Background: an optimization exercise with open tools, aiming at a short achievable clock period and few clock cycles. Do not read the settings as production practice.
In this exercise RTL edits were held to simulation tests only and were not proved equivalent to the original.
No activity file was given, so power comes from the tool's default toggle rates.

## the previous run
// ARM
module ARM (
	input clk,
	input rst,
	output [31:0] imem_addr,
	input  [31:0] imem_rdata,
	output [31:0] dmem_addr,
	output [31:0] dmem_wdata,
	output dmem_rd_en,
	output dmem_wr_en,
	input  [31:0] dmem_rdata,
	input  dmem_ready
);
Size in the first run: about 170 I/O pins.
Settings: LEC_CHECK=0, CAP_MARGIN=20, CORE_MARGIN=2, CORE_UTILIZATION=40, SETUP_SLACK_MARGIN=0.4, SLEW_MARGIN=20; clock period 18.0 ns.
standard.sh (not shown) runs the stock make flow with config.mk's settings and CLKGATE_MAP_FILE= SYNTH_SCRIPT=/design/flow/synth_recipe.tcl, a recipe that flattens the netlist after the stock synthesis.
==> flow/flow/run.sh <==
#!/bin/bash
# Layout flow: the standard ORFS flow (standard.sh, unchanged synthesis),
# with repair_timing asked for a setup margin so that it optimises the layout
# for a shorter period than the constraint's 18 ns, and the port buffers made
# with a regular buffer cell. The clock period and the SDC stay the design's.
set -euo pipefail
cd "$(dirname "${BASH_SOURCE[0]}")/.."
bash standard.sh SETUP_SLACK_MARGIN=13.5 \
  "BUFFER_PORTS_ARGS=-buffer_cell sky130_fd_sc_hd__buf_4" \
  finish > flow_make.log 2>&1
Testbench counts of the previous run, summed over its fixed seeds: cycles 38,163.
Input-level comparison between the current run and the previous run:
diff --git a/flow/design.v b/flow/design.v
--- a/flow/design.v
+++ b/flow/design.v
@@ -101,25 +101,12 @@
 	end
 	wire [31:0] res  = de_arith ? sum[31:0] : lres;
 	wire        nN   = res[31];
 	wire        nC   = de_arith ? sum[32] : lres[31];
 	wire        nZ   = de_arith ? zsum : ~|lres;
 	wire        nV   = de_arith ? (sum[31] ^ sum[32]) : 1'b0;
-	wire [32:0] zcf  = {de_a[31:0] | de_b[31:0], cin};
-	wire        zsf  = &(~(de_a ^ de_b ^ zcf));
-	reg  [31:0] lrf;
-	always @(*) begin
-		case (de_lsel)
-			2'd0: lrf = de_a[31:0] & de_b[31:0];
-			2'd1: lrf = de_a[31:0] | de_b[31:0];
-			2'd2: lrf = de_a[31:0] ^ de_b[31:0];
-			default: lrf = de_b[31:0];
-		endcase
-	end
-	wire        nZf2 = de_arith ? zsf : (de_linv ? &lrf : ~|lrf);    
-	wire        zk   = ~(use_a | use_b);
 	wire        e_qmem = e_go & (de_ld | de_st) & ~de_lch;    
 	wire        e_mem  = e_qmem & ~e_hold;
 	wire        e_ldw  = e_mem & de_ld;
 	wire        e_aluw = e_ok & de_wr;
 	wire        e_sets = e_go & de_setf;
 	wire        mispredict = de_v & de_br & ~de_zoff & (e_cond != de_pred);
@@ -229,17 +216,14 @@
 	wire d_ctrue = (dcnd == 4'd14) | (~e_sets & ctab[dcnd]);
 	wire d_lok = fd_v & d_mem & d_ctrue & ~stall & ~mispredict &
 	             ~d_pla & ~d_fwa & (d_ld | (~d_plb & ~d_fwb)) &
 	             ~q_nonempty & ~e_qmem;
 	wire launch = d_lok & ~e_hold & head_free;
 	wire launch_ld = launch & d_ld;
-	wire zf = e_sets ? nZf2 : fZ;
-	wire zfk = ~e_sets | zk;           
-	wire d_zcond = (dcnd == 4'd0) | (dcnd == 4'd1);
-	wire d_known = ~e_sets | (d_zcond & zk);
-	wire d_taken = d_zcond ? (zf ^ dcnd[0]) : ctab[dcnd];
+	wire d_known = ~e_sets;
+	wire d_taken = ctab[dcnd];
 	wire d_fix = fd_v & d_br & ~fd_zoff & d_known & (d_taken != fd_pred);
 	wire [31:0] fi = imem_rdata;
 	wire        f_br = (fi[27:26] == 2'b10) & ~fi[24];
 	wire        d_sets = fd_v & d_setf;
 	wire        stable = ~d_sets & ~e_sets;
 	wire [3:0]  fc = fi[31:28];
--- outcome ---
Going from the previous run to the current run, power density of the placed cells now sits higher, met2 usage in global routing now sits higher, final cell count now sits lower. Re area of the die: the previous run was higher than the current run. Looking only at share of total power in combinational logic, and setting everything else aside, the lower value of the previous run and the current run goes to the current run. Every stage of the flow completed for the current run, and the final layout passed the timing, DRC and antenna checks. The current run vs the previous run — total global routing track utilization rose 0.96 points. The current run — adder-cell share of the synthesized area 0.75 points lower, the previous run as reference.
Testbench counts of the current run, summed over its fixed seeds: cycles 38,166.

[afterwards: timing with drivers on the ports]
No port has a modelled driver above. Below, the same layouts with a new extraction and two added sets of constraints.
Step 1: set_driving_cell puts a clkbuf_16 on clk and a buf_2 on each other input, an assumption about the parent block.
Step 2 also shifts input and output timing later by t, the mid clock arrival at the registers, as if the neighbouring blocks saw the same clock.
a / b / c = ideal ports / drivers / drivers and shift; a / b = the first two.
run	t, ns	slack for setup (ns)	hold WS [ns]	worst setup path after step 2	latest minus earliest clock arrival (ns)
the previous run	0.980	12.960 / 12.854 / 12.034	0.444 / 0.444 / 0.444	input to register	0.101 / 0.101
the current run	0.956	12.984 / 12.891 / 12.092	0.454 / 0.454 / 0.454	input to register	0.087 / 0.087
After both steps every run listed still meets setup and hold. The setup slack of the previous run, which loses most, moves by -0.106 ns with the drivers and by -0.926 ns with both steps.
